Context: an optimization exercise on an open-source flow, tuned for small area. The choices shown serve that exercise and are no tape-out recipe. Function was checked by simulation only, so behaviour that the tests miss may differ from the original. Power and IR drop assume default switching activity.

<file path="design/flow/run.sh">
#!/bin/bash
# synth_recipe.tcl (not shown) runs the flow's synth.tcl, then flattens the netlist and writes it again
# the make line also repeats each setting of config.mk as NAME=value (left out here)
make -C /OpenROAD-flow-scripts/flow DESIGN_CONFIG=/design/flow/config.mk WORK_HOME=/design/flow/orfs CLKGATE_MAP_FILE= SYNTH_SCRIPT=/design/flow/synth_recipe.tcl finish
</file>
<file path="design/flow/config.mk">
export PLATFORM = sky130hd
export DESIGN_NAME = Processor
export DESIGN_NICKNAME = Processor
export VERILOG_FILES = /design/flow/design.v
export SDC_FILE = /design/flow/constraint.sdc
export NUM_CORES = 4
export LEC_CHECK = 0
export CAP_MARGIN = 20
export CORE_MARGIN = 2
export CORE_UTILIZATION = 40
export SLEW_MARGIN = 20
</file>
<file path="design/flow/constraint.sdc">
create_clock -name core_clock -period 10.0 [get_ports {clk}]
set_input_delay 2.0000 -clock core_clock [delete_from_list [all_inputs] [get_ports {clk}]]
set_output_delay 2.0000 -clock core_clock [all_outputs]
set_load 0.01 [all_outputs]
</file>
<file path="design/flow/design.v">
module ALU(	input[1:0]		op,    		 
		input[15:0]		memdata,	 
		input[7:0]		idata,		 
		input[2:0]		funct,		 
		input[1:0]		shamt,		 
		output reg[15:0]	ALUout,		 
		input[15:0]		reg1data,	 
					reg2data	 
	  );
	parameter	NAND	= 5'b00_000;
	parameter	XOR 	= 5'b00_001;
	parameter	SLL 	= 5'b00_010;
	parameter	SRL 	= 5'b00_011;
	parameter	SRA 	= 5'b00_100;
	parameter	ADD 	= 5'b00_101;
	parameter	SUB 	= 5'b00_110;
	parameter	LUI	= 5'b01_000;
	parameter	LBI	= 5'b01_001;
	parameter	SUI	= 5'b01_010;
	parameter	SBI	= 5'b01_011;
	parameter	LW	= 5'b01_100;
	parameter	SW	= 5'b01_101;
	always @(*)
	begin
		case ({op,funct})
			NAND:	ALUout = (~(reg1data & reg2data) << shamt);
			XOR:	ALUout = ((reg1data ^  reg2data) << shamt);
			SLL:	ALUout = ((reg1data << reg2data) << shamt);
			SRL:	ALUout = ((reg1data >> reg2data) << shamt);
			SRA:	ALUout = ((reg1data >>> reg2data) << shamt);
			ADD:	ALUout = ((reg1data + reg2data) << shamt);
			SUB:	ALUout = ((reg1data -  reg2data) << shamt);
			LUI:	ALUout = ({idata, 8'b0000_0000});
			LBI:	ALUout = ({8'b0000_0000, idata});
			SUI:	ALUout = ({idata, 8'b0000_0000});
			SBI:	ALUout = ({8'b0000_0000, idata});
			LW:	ALUout = 16'b1111_1111_1111_1111;
			SW:	ALUout = reg1data;
			default:ALUout = 16'b0000_0000_0000_0000;
		endcase
	end
endmodule
module JumpCalc( input[15:0]		reg1data,	 
		 input[7:0]		jtarget,	 
		 input[2:0]		funct,		 
		 output reg[15:0]	jaddr		 
	  );
	parameter JMP = 3'b000;
	parameter JR  = 3'b001;
	always @(*)
	begin
		case (funct)
			JMP: jaddr = jtarget;
			JR : jaddr = reg1data;
			default: jaddr = 0;
		endcase
	end
endmodule
module BranchAdd(	input[4:0]		boff,    
		 	input[31:0]		PC_n,	 
			input			bne,	 
			output reg[31:0]	bsel	 
	  );
	always @(*)
	begin
		if (bne == 1)
			bsel = PC_n - 2 + boff;
		else
			bsel = PC_n;
	end
endmodule
module PC( input 		clk,  
		 		rst,  
	   input[31:0] 		new_PC,  
	   output reg[31:0] 	PC_out  
	 );
	 always @ (posedge clk or posedge rst)  
	 begin
	 	if(rst == 1'b1)
			PC_out <= 0;
		else
			PC_out <= new_PC;
	 end
endmodule
module Registers(	input 			clk,	  
						rst,	  
			input[2:0] 		rs1,	  
						rs2,	  
						rd,	  
			input[15:0]		data_in,  
			input			write_reg,	  
			output reg[15:0]	reg1data,
						reg2data,
			output reg[2:0]		rd_last  
		);
		reg [15:0] registers[7:0];  
		integer index;
		always @ (posedge clk or posedge rst)
		begin
			if (rst == 1)
			begin
				rd_last <= 0;
				reg1data <= 0;
				reg2data <= 0;
				for( index=0; index<=7; index = index + 1)
				begin
					registers[index] <= 16'b0000_0000_0000_0000;
			end
			end
			else
			begin
				if (write_reg == 1)
				begin
					registers[rd_last] <= data_in;
				end
				rd_last <= rd;
				reg1data <= registers[rs1];  
				reg2data <= registers[rs2];  
			end
		end
endmodule
module StallUnit(	input		clk,	 
					rst, 	 
			input[1:0]	opcode,	 
			input[2:0]	rs1,	 
					rs2,	 
					rd,	 
			output reg		stall_flg  
		);
	reg[2:0] rd_last;
	reg	 clear_stall;
	always @ (posedge clk or posedge rst)  
	begin
		if(rst == 1)
		begin
			clear_stall <= 0;
			rd_last <= 3'b000;
			stall_flg <= 0;
		end
		else
		begin
			stall_flg <= 0;
			if(clear_stall == 0)
			begin
				if(rd_last == rs1 || rd_last == rs2)
				begin
					stall_flg <= 1;
					clear_stall <= 1;
				end
			end
			else
			begin
				stall_flg <= 0;
				clear_stall <= 0;
			end
			rd_last <= rd;
		end
	end
endmodule
module MainControl( 	input	   	stall_flg,
			input[1:0] 	opcode,
			input[2:0] 	funct,
			output reg 	jmp_flg,
					brnch_flg,
					memRd_flg,
					reg_write_flg,
			   	   	memWrt_flg
		   );
	parameter rType = 2'b00;
	parameter iType = 2'b01;
	parameter jType = 2'b10;
	parameter bType = 2'b11;
	parameter	lui = 3'b000;
	parameter	lbi = 3'b001;
	parameter	sui = 3'b010;
	parameter	sbi = 3'b011;
	parameter	lw  = 3'b100;
	parameter	sw  = 3'b101;
	always @ (*)
	begin
		jmp_flg   = 0;
		brnch_flg  = 0;
		memRd_flg = 0;
		memWrt_flg = 0;
		reg_write_flg = 0;
		if (stall_flg == 0)
		begin
			case(opcode)
				rType:
					reg_write_flg = 1;
				iType:
				begin
					case(funct)
						lui: begin
							reg_write_flg = 1;
						end
						lbi: begin
							reg_write_flg = 1;
						end
						sui: begin
							memWrt_flg = 1;
						end
						sbi: begin
							memWrt_flg = 1;
						end
						lw : begin
							memRd_flg  = 1;
							reg_write_flg = 1;
						end
						sw : begin
							memWrt_flg = 1;
						end
						default:	;
					endcase
				end
				jType:
					jmp_flg = 1;
				bType:
					brnch_flg = 1;
			endcase
		end
	end
endmodule  
module PrefetchBuffer(	input 			clk, 	 
						rst, 	 
			input[15:0]		inst1,	 
			input[15:0]		inst2,	 
			input			write,	 
			input			stall_flg,
			input[31:0]		PC_in,
			output reg		enable,
			output reg		read,
			output reg[31:0]	PC_out,
			output reg[15:0]	inst	 
	  );
	reg[15:0]	inst_mem;
	always @(posedge clk or posedge rst)
	begin
		if( rst == 1)
		begin
			enable <= 1;
			read   <= 1;
			PC_out <= 0;
			inst   <= 0;
			inst_mem <= 0;
		end
		else
		begin
			enable <= ~enable;
			if(write == 1)
			begin
				inst 		<= inst1;
				PC_out		<= PC_in;
				inst_mem	<= inst2;
			end
			else
				if (stall_flg == 1)
				begin
					;
				end
				else
				begin
					inst	<= inst_mem;
				end
		end
	end
endmodule
module APB (
		  input         clk,
		  input        	rst,
		  input         pwrite,
		  input         psel,
		  input         penable,
		  input[31:0] 	mem_rdata,
		  output	mem_rd,
		  output	mem_wr,
		  output reg		valid,
		  output reg[31:0] 	prdata
	);
reg [1:0] apb_st;
localparam SETUP 	= 2'b00;
localparam W_ENABLE 	= 2'b01;
localparam R_ENABLE 	= 2'b10;
assign mem_wr = (apb_st == W_ENABLE) && psel && penable && pwrite;
assign mem_rd = (apb_st == R_ENABLE) && psel && penable && !pwrite;
always @(posedge rst or posedge clk) begin
  if (rst == 1) begin
    apb_st <= 0;
    prdata <= 0;
    valid <= 0;
  end
  else begin
    case (apb_st)
      SETUP : begin
        prdata <= 32'hFFFF_FFFF;
	valid <= 0;
        if (psel && !penable) begin
          if (pwrite) begin
            apb_st <= W_ENABLE;
          end
          else begin
            apb_st <= R_ENABLE;
          end
        end
      end
      W_ENABLE : begin
        apb_st <= SETUP;
      end
      R_ENABLE : begin
        if (mem_rd) begin
          prdata <= mem_rdata;
	  valid <= 1;
        end
        apb_st <= SETUP;
      end
      default : ;
    endcase
  end
end
endmodule
module Stage1( input 			clk,
			 		rst,
		input[7:0]		jtarget_in,	 
		input[7:0]		idata_in,	 
		input[5:0]		memaddr_in,	 
		input[4:0]		boffset_in,	 
		input[2:0]		funct_in,	 
		input[1:0]		op_in,		 
		input[1:0]		shamt_in,	 
		input			jmp_in,
		input			regwrite_in,
		input			bne_in,
		input			stall_flg_in,
		input			memread_in,
		input			memwrite_in,
	        input[31:0]		PC_in,
		output reg[7:0]		jtarget_out,	 
		output reg[7:0]		idata_out,	 
		output reg[5:0]		memaddr_out,	 
		output reg[4:0]		boffset_out,	 
		output reg[2:0]		funct_out,	 
		output reg[1:0]		op_out,		 
		output reg[1:0]		shamt_out,	 
		output reg		jmp_out,
		output reg		regwrite_out,
		output reg		stall_flg_out,
		output reg		bne_out,
		output reg		memread_out,
		output reg		memwrite_out,
	        output reg[31:0]	PC_out
	  );
	always @(posedge clk or posedge rst)
	begin
		if(rst == 1)
		begin
			jtarget_out  	<= 0;
			memaddr_out  	<= 0;
			boffset_out  	<= 0;
			funct_out    	<= 0;
			op_out    	<= 0;
			shamt_out    	<= 0;
			jmp_out		<= 0;
			stall_flg_out	<= 0;
			regwrite_out	<= 0;
			bne_out		<= 0;
			memread_out	<= 0;
			memwrite_out	<= 0;
			PC_out		<= 0;
			idata_out	<= 0;
		end
		else
		begin
			jtarget_out  	<= jtarget_in;
			memaddr_out  	<= memaddr_in;
			boffset_out  	<= boffset_in;
			funct_out    	<= funct_in;
			op_out    	<= op_in;
			shamt_out    	<= shamt_in;
			jmp_out		<= jmp_in;
			stall_flg_out	<= stall_flg_in;
			regwrite_out	<= regwrite_in;
			bne_out		<= bne_in;
			memread_out	<= memread_in;
			memwrite_out	<= memwrite_in;
			PC_out	     	<= PC_in;
			idata_out	<= idata_in;
		end
	end
endmodule
module Integration1( 	input 			clk,
						rst,
			input wire[31:0]	PCNI,
			input wire[15:0]	mmuxout,
			input wire		regwrite,
			output wire [4:0] 	boff,
			output wire [2:0] 	func,
			output wire [1:0] 	shamt,
			output wire [1:0] 	op,
			output wire [7:0] 	idata,
			output wire[31:0]	PC,
			output wire 		jmp,
				        	bne,
						memRead,
				       		memWrite,
						stall_flg,
		     	output wire [15:0] 	reg1data,
						reg2data,
			output wire		regwrite_out,
			output wire[2:0]	rd_last,
			output wire[7:0]	imem_addr,
			output wire		imem_rd,
			input wire[31:0]	imem_rdata
		);
	wire [15:0] inst;
	wire [31:0] exInst;
	wire enable;
	wire read;
	wire valid_im;
	wire pwrite;
	wire [31:0] PC_mux_out;
	wire [31:0] PC_im;
	wire[2:0] rs1;
	wire[2:0] rs2;
	wire[2:0] rd;
	assign PC_mux_out = stall_flg ? PC:PCNI;
	assign idata = inst[10:3];
	assign op = inst[15:14];
	assign func = inst[2:0];
	assign boff = inst[7:3];
	assign shamt = inst[4:3];
	assign rd = (inst[15:14] == 2'b01) ? inst[13:11] : inst[7:5];  
	assign rs1 = inst[13:11];
	assign rs2 = inst[10:8];
	assign pwrite = 1'b0;
	assign imem_addr = PC_im[7:0];
	PC PC1(				.clk(clk),			.rst(rst),
					.new_PC(PC_mux_out),		.PC_out(PC)
				);
	Registers Registers(		.clk(clk),
					.rst(rst),
					.write_reg(regwrite),
					.rs1(inst[13:11]),
					.rs2(inst[10:8]),
					.rd(rd),
					.data_in(mmuxout),
					.reg1data(reg1data),
					.reg2data(reg2data),
					.rd_last(rd_last)
				);
	MainControl MainControl(	.stall_flg(stall_flg),		.opcode(inst[15:14]),
					.funct(inst[2:0]),		.jmp_flg(jmp),
					.brnch_flg(bne),
					.memRd_flg(memRead),		.memWrt_flg(memWrite),
					.reg_write_flg(regwrite_out)
				);
	StallUnit StallUnit(		.clk(clk),			.rst(rst),
					.opcode(inst[15:14]),		.rs1(rs1),
					.rs2(rs2),			.rd(rd),
					.stall_flg(stall_flg)
				);
	APB 	InstructionMemory(	.clk(clk),		.rst(rst),
					.pwrite(pwrite),
					.psel(read),		.penable(enable),
					.mem_rdata(imem_rdata),
					.mem_rd(imem_rd),	.mem_wr(),
					.prdata(exInst),
					.valid(valid_im)
				);
	PrefetchBuffer PrefetchBuffer(	.clk(clk),			.rst(rst),
					.write(valid_im),		.inst1(exInst[31:16]),
					.inst2(exInst[15:0]),     	.inst(inst),
					.stall_flg(stall_flg),		.PC_in(PC),
					.enable(enable),		.read(read),
					.PC_out(PC_im)
				);
endmodule
module Integration2( 	input 			clk,
			 			rst,
			input[15:0]		reg1data_in,	 
						reg2data_in,	 
			input[7:0]		jtarget_in,	 
			input[7:0]		idata_in,	 
			input[5:0]		memaddr_in,	 
			input[4:0]		boffset_in,	 
			input[2:0]		funct_in,	 
			input[1:0]		op_in,		 
						shamt_in,	 
			input			bne_in,		 
			input			jmp,
			input			stall_flg,
			input			memread,	 
			input			memwrite,	 
			input			memenable,	 
			input			memselect,	 
			input			datamemwrite,	 
			input[31:0]		PC_in,		 
			output wire[15:0]	mmuxout,	 
			output[31:0]		PC_out,
			output wire		dmem_rd,
			output wire		dmem_wr,
			input wire[15:0]	dmem_rdata
	  );
	wire[15:0] jaddr; 	 
	wire[31:0] bsel;	 
	wire[15:0] memdata;	 
	wire[31:0] prdata;	 
	wire[15:0] ALUout;	 
	wire[31:0] PC_n;
	wire[31:0] PC_mux;
	wire	valid_im;
	assign PC_n = (rst==1'b1) ? 32'h0000 : (PC_in + 32'h0001);  
	assign PC_mux = (jmp == 1'b1)? (jaddr):bsel;  
	assign PC_out = (stall_flg == 1'b1) ? PC_in:PC_mux;
	assign mmuxout = (memread == 1'b1) ? memdata:ALUout;
	assign memdata = prdata[15:0];
	JumpCalc	JC(	.reg1data(reg1data_in),	.jtarget(jtarget_in),
				.funct(funct_in),	.jaddr(jaddr)
			  );
	BranchAdd	BA(	.boff(boffset_in),	.PC_n(PC_n),
				.bne(bne_in),		.bsel(bsel)
			  );
	ALU		A(	.op(op_in),		.memdata(memdata),
				.funct(funct_in),	.shamt(shamt_in),
				.reg1data(reg1data_in), .reg2data(reg2data_in),
				.idata(idata_in),
				.ALUout(ALUout)
			);
	APB 	DataMemory(	.clk(clk),
				.rst(rst),
				.pwrite(datamemwrite),
				.psel(memselect),
				.penable(memenable),
				.mem_rdata({16'h0000, dmem_rdata}),
				.mem_rd(dmem_rd),
				.mem_wr(dmem_wr),
				.prdata(prdata),
				.valid(valid_im)
				);
endmodule
module Processor(	input		clk,
					rst,
			output wire[7:0]	imem_addr,
			output wire		imem_rd,
			input wire[31:0]	imem_rdata,
			output wire[5:0]	dmem_addr,
			output wire		dmem_rd,
			output wire		dmem_wr,
			output wire[15:0]	dmem_wdata,
			input wire[15:0]	dmem_rdata,
			output wire		rf_we,
			output wire[2:0]	rf_waddr,
			output wire[15:0]	rf_wdata
		);
	wire 		memenable;  
	wire 		memselect;  
	wire 		memwrite;   
	wire[7:0] 	idata_1;
	wire[4:0] 	boffset_1;
	wire[2:0]	funct_1;
	wire[1:0]	op_1;
	wire[1:0] 	shamt_1;
	wire[31:0]	PC_1;
	wire		jmp_1;
	wire		bne_1;
	wire		memread_1;
	wire		memwrite_1;
	wire		stall_flg_1;
	wire[15:0] 	reg1data_1;
	wire[15:0]	reg2data_1;
	wire		regwrite_1;
	wire[2:0]	rd_last;
	wire[31:0]	PCNI;
	wire[7:0] 	jtarget_2;
	wire[7:0] 	idata_2;
	wire[5:0] 	memaddr_2;
	wire[4:0] 	boffset_2;
	wire[2:0]	funct_2;
	wire[1:0]	op_2;
	wire[1:0] 	shamt_2;
	wire[31:0]	PC_2;
	wire		jmp_2;
	wire		bne_2;
	wire		memread_2;
	wire		memwrite_2;
	wire		stall_flg_2;
	wire		regwrite_2;
	wire[15:0]	mmuxout;
	assign dmem_addr  = memaddr_2;
	assign dmem_wdata = mmuxout;
	assign rf_we      = regwrite_2;
	assign rf_waddr   = rd_last;
	assign rf_wdata   = mmuxout;
	Integration1	I1(
			.clk(clk),
			.rst(rst),
			.PCNI(PCNI),
			.mmuxout(mmuxout),
			.regwrite(regwrite_2),
			.shamt(shamt_1),
			.op(op_1),
			.PC(PC_1),
			.jmp(jmp_1),
			.idata(idata_1),	 
			.bne(bne_1),
			.memRead(memread_1),
			.memWrite(memwrite_1),
			.stall_flg(stall_flg_1),
		     	.reg1data(reg1data_1),	 
			.reg2data(reg2data_1),  
			.func(funct_1),
			.boff(boffset_1),
			.regwrite_out(regwrite_1),
			.rd_last(rd_last),
			.imem_addr(imem_addr),
			.imem_rd(imem_rd),
			.imem_rdata(imem_rdata)
		);
		Stage1 	S1(
			.clk(clk),
			.rst(rst),
			.jtarget_in(idata_1),	 
			.idata_in(idata_1),	 
			.memaddr_in( idata_1[5:0]),	 
			.boffset_in( boffset_1),	 
			.funct_in(funct_1),	 
			.shamt_in(shamt_1),
			.op_in(op_1),
			.jmp_in(jmp_1),
			.stall_flg_in(stall_flg_1),
			.regwrite_in(regwrite_1),
			.bne_in(bne_1),
			.memread_in(memread_1),
			.memwrite_in(memwrite_1),
	        	.PC_in(PC_1),
			.jtarget_out(jtarget_2),	 
			.idata_out(idata_2),	 
			.memaddr_out(memaddr_2),	 
			.boffset_out(boffset_2),	 
			.funct_out(funct_2),	 
			.shamt_out(shamt_2),
			.op_out(op_2),
			.jmp_out(jmp_2),
			.stall_flg_out(stall_flg_2),
			.regwrite_out(regwrite_2),
			.bne_out(bne_2),
			.memread_out(memread_2),
			.memwrite_out(memwrite_2),
	        	.PC_out(PC_2)
	  );
	assign memenable = ~(memread_1 | memwrite_1 );
	assign memselect = (memread_2 | memwrite_1 | memwrite_2);
	assign memwrite  = (memwrite_1 | memwrite_2);
	Integration2	I2(
			.clk(clk),
			.rst(rst),
			.reg1data_in(reg1data_1),	 
			.reg2data_in(reg2data_1),	 
			.jtarget_in(jtarget_2),	 
			.idata_in(idata_2),	 
			.memaddr_in(memaddr_2),	 
			.boffset_in(boffset_2),	 
			.funct_in(funct_2),	 
			.op_in(op_2),		 
			.shamt_in(shamt_2),	 
			.bne_in(bne_2),		 
			.jmp(jmp_2),
			.stall_flg(stall_flg_2),
			.memread(memread_2),	 
			.memwrite(memwrite_2),	 
			.memenable(memenable),
			.memselect(memselect),
			.datamemwrite(memwrite),
			.PC_in(PC_2),		 
			.mmuxout(mmuxout),	 
			.PC_out(PCNI),
			.dmem_rd(dmem_rd),
			.dmem_wr(dmem_wr),
			.dmem_rdata(dmem_rdata)
	  );
endmodule
</file>
==> flow_metrics.env <==
export IMPL_cap_violations=0
export IMPL_cp_max_fo=18
export IMPL_cts_sinks=292
export IMPL_internal_power_w=0.00346
export IMPL_regArea_um2=7310
export IMPL_synth_cell_types=87
export IMPL_die_area_um2=46800
export IMPL_netlist_instances=1954
export IMPL_clock_skew_ns=0.0219
export IMPL_peakVddDrop_v=0.000137
export IMPL_startpoint_type="flop"
export IMPL_antenna_found_initial=0
export IMPL_wl_per_cell_um=23.3
export IMPL_p_leak_nw=8.65
export IMPL_cp_required_ns=8.00
export IMPL_cts_max_path_buffers=3
export IMPL_timing_hold_ws_ns=0.381
export IMPL_htree_levels=1
export IMPL_grt_pass1_vias=15300
export IMPL_place_ws_ns=2.55
export IMPL_clock_root_buffer="clkbuf_16"
export IMPL_routed_wl_mm=60.1
export IMPL_yosys_register_bits=292
export IMPL_slew_violations=0
export IMPL_async_flop_share_pct=100
export IMPL_setup_viol=0
export IMPL_netlist_top_cells_area="dfrtp_1 (40%), nand2_1 (6.7%), mux2i_1 (6.1%)"
export IMPL_cts_resized=0
export IMPL_pwr_share_clk_pct=21.4
export IMPL_cellPowerDensity_nw_per_um2=293
export IMPL_areaGrowthSynthToFinish_pct=13.5
export IMPL_fmax_ghz=0.122
export IMPL_grt_pass1_wl_mm=93.5
export IMPL_nets=2063
export IMPL_via_count=15400
export IMPL_rrSetupSlack_ns=4.84
export IMPL_rsz0062_at_grt="false"
export IMPL_arrival_ns=6.19
export IMPL_postCtsHoldBufs=0
export IMPL_crit_type="reg -> out"
export IMPL_multi_input_area_um2=9790
export IMPL_synth_edff_count=0
export IMPL_status="timing/DRC/antenna clean"
export IMPL_post_cts_setup_buffers=0
export IMPL_drc=0
export IMPL_final_cell_area_um2=20500
export IMPL_die_y_um=216
export IMPL_portBuffers=102
export IMPL_period_share_pct=81.9
export IMPL_syn_avg_cell_area_um2=9.23
export IMPL_cts_made_buffers=31
export IMPL_gp_congestion=0.975
export IMPL_coreArea_um2=44400
export IMPL_pin_count=103
export IMPL_nFillCells=4225
export IMPL_synth_area_leader_cell="dfrtp_1"
export IMPL_fin_setup_tns_ns=0
export IMPL_synth_main_ff_cell="dfrtp_1"
export IMPL_hp_class="reg -> reg"
export IMPL_switching_share_pct=42.4
export IMPL_grtUsageTotal_pct=25.7
export IMPL_dr_pass1_iters=6
export IMPL_syn_nets=2053
export IMPL_insertion_delay_ns=0.58
export IMPL_p_total_w=0.00601
export IMPL_diodes=0
export IMPL_synthTopCellsByCount="nand2_1 (323), dfrtp_1 (291), o21ai_0 (134), nor2_1 (128), mux2i_1 (110)"
export IMPL_hold_violations=0
export IMPL_placed_area_um2=19300
export IMPL_post_synth_top_count_cell="nand2_1"
export IMPL_clk_pin_slew_worst_paths_ns=0.07
export IMPL_min_period_ns=8.19
export IMPL_end_kind="output port"
export IMPL_setup_slack_ns=1.81
export IMPL_power_frac_comb_pct=46.1
export IMPL_synth_top_area_share_pct=40.4
export IMPL_syn_cell_area_um2=18000
export IMPL_start_util_pct=40.6
export IMPL_seq_area_frac_synth_pct=40.5
export IMPL_drt_iter0_markers=1396
export IMPL_seq_power_share_pct=32.5
export IMPL_p_sw_w=0.00255
export IMPL_synth_warnings=11
export IMPL_slew_headroom_pct=31.9
export IMPL_cts_tree="built"
export IMPL_die_w_um=216
export IMPL_avgViaCountPerCell=5.96
export IMPL_num_rows=77
export IMPL_ant_nets=0
export IMPL_worst_pin_slew_ns=1.02
export IMPL_grt_max_degree=165
export IMPL_grt_overflow=0
export IMPL_drive_above_1_share_pct=11.3
export IMPL_place_hpwl_mm=41.4
-- power by group through the flow --
| stage | Combinational [W] | Sequential [W] | Clock, W |
|---|---|---|---|
| 5_1_grt | 0.00302 | 0.00200 | 0.00135 |
| 2_1_floorplan | 0.00206 | 0.00175 | 0 |
| 3_3_place_gp | 0.00269 | 0.00195 | 0 |
| 6_report | 0.00277 | 0.00195 | 0.00129 |
| 3_5_place_dp | 0.00271 | 0.00196 | 0 |
| 4_1_cts | 0.00273 | 0.00194 | 0.00131 |
-- placed cells by master (no fill, tap or decap), types with 8 or more instances in the layout --
master,netlist,routed
and2_1,12,12
dfrtp_1,291,286
a21oi_1,82,82
a31oi_1,11,11
a22oi_1,12,12
mux4_2,37,37
ha_1,47,47
nand2_1,323,322
nor3_1,22,21
nand2b_1,19,19
nor2b_1,18,17
o31ai_1,14,14
buf_4,27,29
clkbuf_8,0,8
o221ai_1,9,9
nand4_1,16,16
o21ai_1,88,88
nor2_1,128,127
o2111ai_1,8,8
a221oi_1,24,24
clkdlybuf4s50_1,0,102
o21a_1,12,12
xnor2_1,21,21
mux2i_1,110,110
nand3_1,52,51
or3_1,12,12
o22ai_1,18,18
mux2_2,50,50
or2_2,8,8
o211ai_1,14,14
a211oi_1,14,14
a22o_1,10,10
inv_1,54,53
xor2_1,11,11
clkbuf_16,0,31
o21ai_0,134,134
-- metrics by stage --
stage	cells	utilization, %
2_1_floorplan	1954	-
3_5_place_dp	2523	43.5
3_3_place_gp	2523	43.5
6_report	2577	46.1
4_1_cts	2577	46.1
5_1_grt	2577	46.1
-- worst paths after layout --
check                                           from                       endpoint  depth (start not counted)
min reg2reg                I1.PrefetchBuffer.inst[4]              S1.jtarget_out[1]                          0
min                        I1.PrefetchBuffer.inst[4]              S1.jtarget_out[1]                          0
max                         I1.Registers.reg2data[3]                   rf_wdata[13]                         14
min in group asynchronous                        rst               I1.PC1.PC_out[3]                          2
max in group asynchronous                        rst     I1.PrefetchBuffer.inst[13]                          4
max reg2reg                 I1.Registers.reg2data[3]  I1.Registers.registers[2][12]                         13
-- area by class of cell --
type / count / share of cell area (%)
clock buffer: 40 / 4.35
sequential: 292 / 35.7
multi-input combinational: 1449 / 47.8
timing repair buffer: 132 / 6.15
inverter: 58 / 1.08
tap: 592 / 3.62
clock inverter: 14 / 1.23
-- routing by layer --
metal  share of wire, %  GRT usage, %
met5                  0             0
met3                6.1          3.23
met2                 47          42.2
met4                3.6          9.34
met1                 43          35.0
-- kinds of logic after synthesis --
kind of cell	after synthesis	synth area share [%]
compound gates	522	19.1
fa+ha+maj	49	3.48
simple gates	647	16.0
flops	292	40.5
buf+inv	213	5.33
xor+xnor	32	1.55
mux	199	14.0
-- critical path, stage by stage (launching register included) --
cell and delay [ns]:
dfrtp_1 0.64, or3_1 0.44, or4_1 0.50, o21ai_0 0.25, xor2_1 0.17, ha_1 0.34, a2111oi_0 0.45, o21ai_0 0.36
a221oi_1 0.41, mux2i_1 0.17, nor3_1 0.44, a21oi_2 0.15, a211oi_4 0.51, a21oi_1 0.24, clkdlybuf4s50_1 0.54
-- flip-flops by register name, indices dropped and copies added, names as in the netlist, 7 cells and up --
signal,count
I1.Registers.registers,128
I1.InstructionMemory.prdata,32
I1.PrefetchBuffer.PC_out,8
I1.PrefetchBuffer.inst_mem,16
I2.DataMemory.prdata,16
I1.Registers.reg2data,16
S1.PC_out,8
S1.jtarget_out,7
I1.PC1.PC_out,8
I1.Registers.reg1data,16
I1.PrefetchBuffer.inst,16

[separate check: timing with driven ports]
In the flow no input, the clock included, has a driving cell. The finished layout below was timed again as built, in two steps. Step 1, drivers: a clkbuf_16 drives clk and a buf_2 each remaining input, both assumed. Step 2 adds t to the input delays and takes it off the output delays; t is the mean of the earliest and latest rising clock arrival at the registers after step 1. Input paths then give back, and output paths get back, about the clock's delay inside the block. a / b / c = no drivers / after step 1 / after step 2; a / b = the first two.
shift t [ns]: 0.626
setup WS [ns]: 1.811 / 1.754 / 2.380
hold WS [ns]: 0.381 / 0.381 / 0.381
worst data-port slew with drivers (ns): 0.05
pins driven straight from the clock port: 1
After both steps setup and hold are still met in this run. For this run, drivers alone change the setup slack by -0.057 ns; drivers and shift together by +0.569 ns.
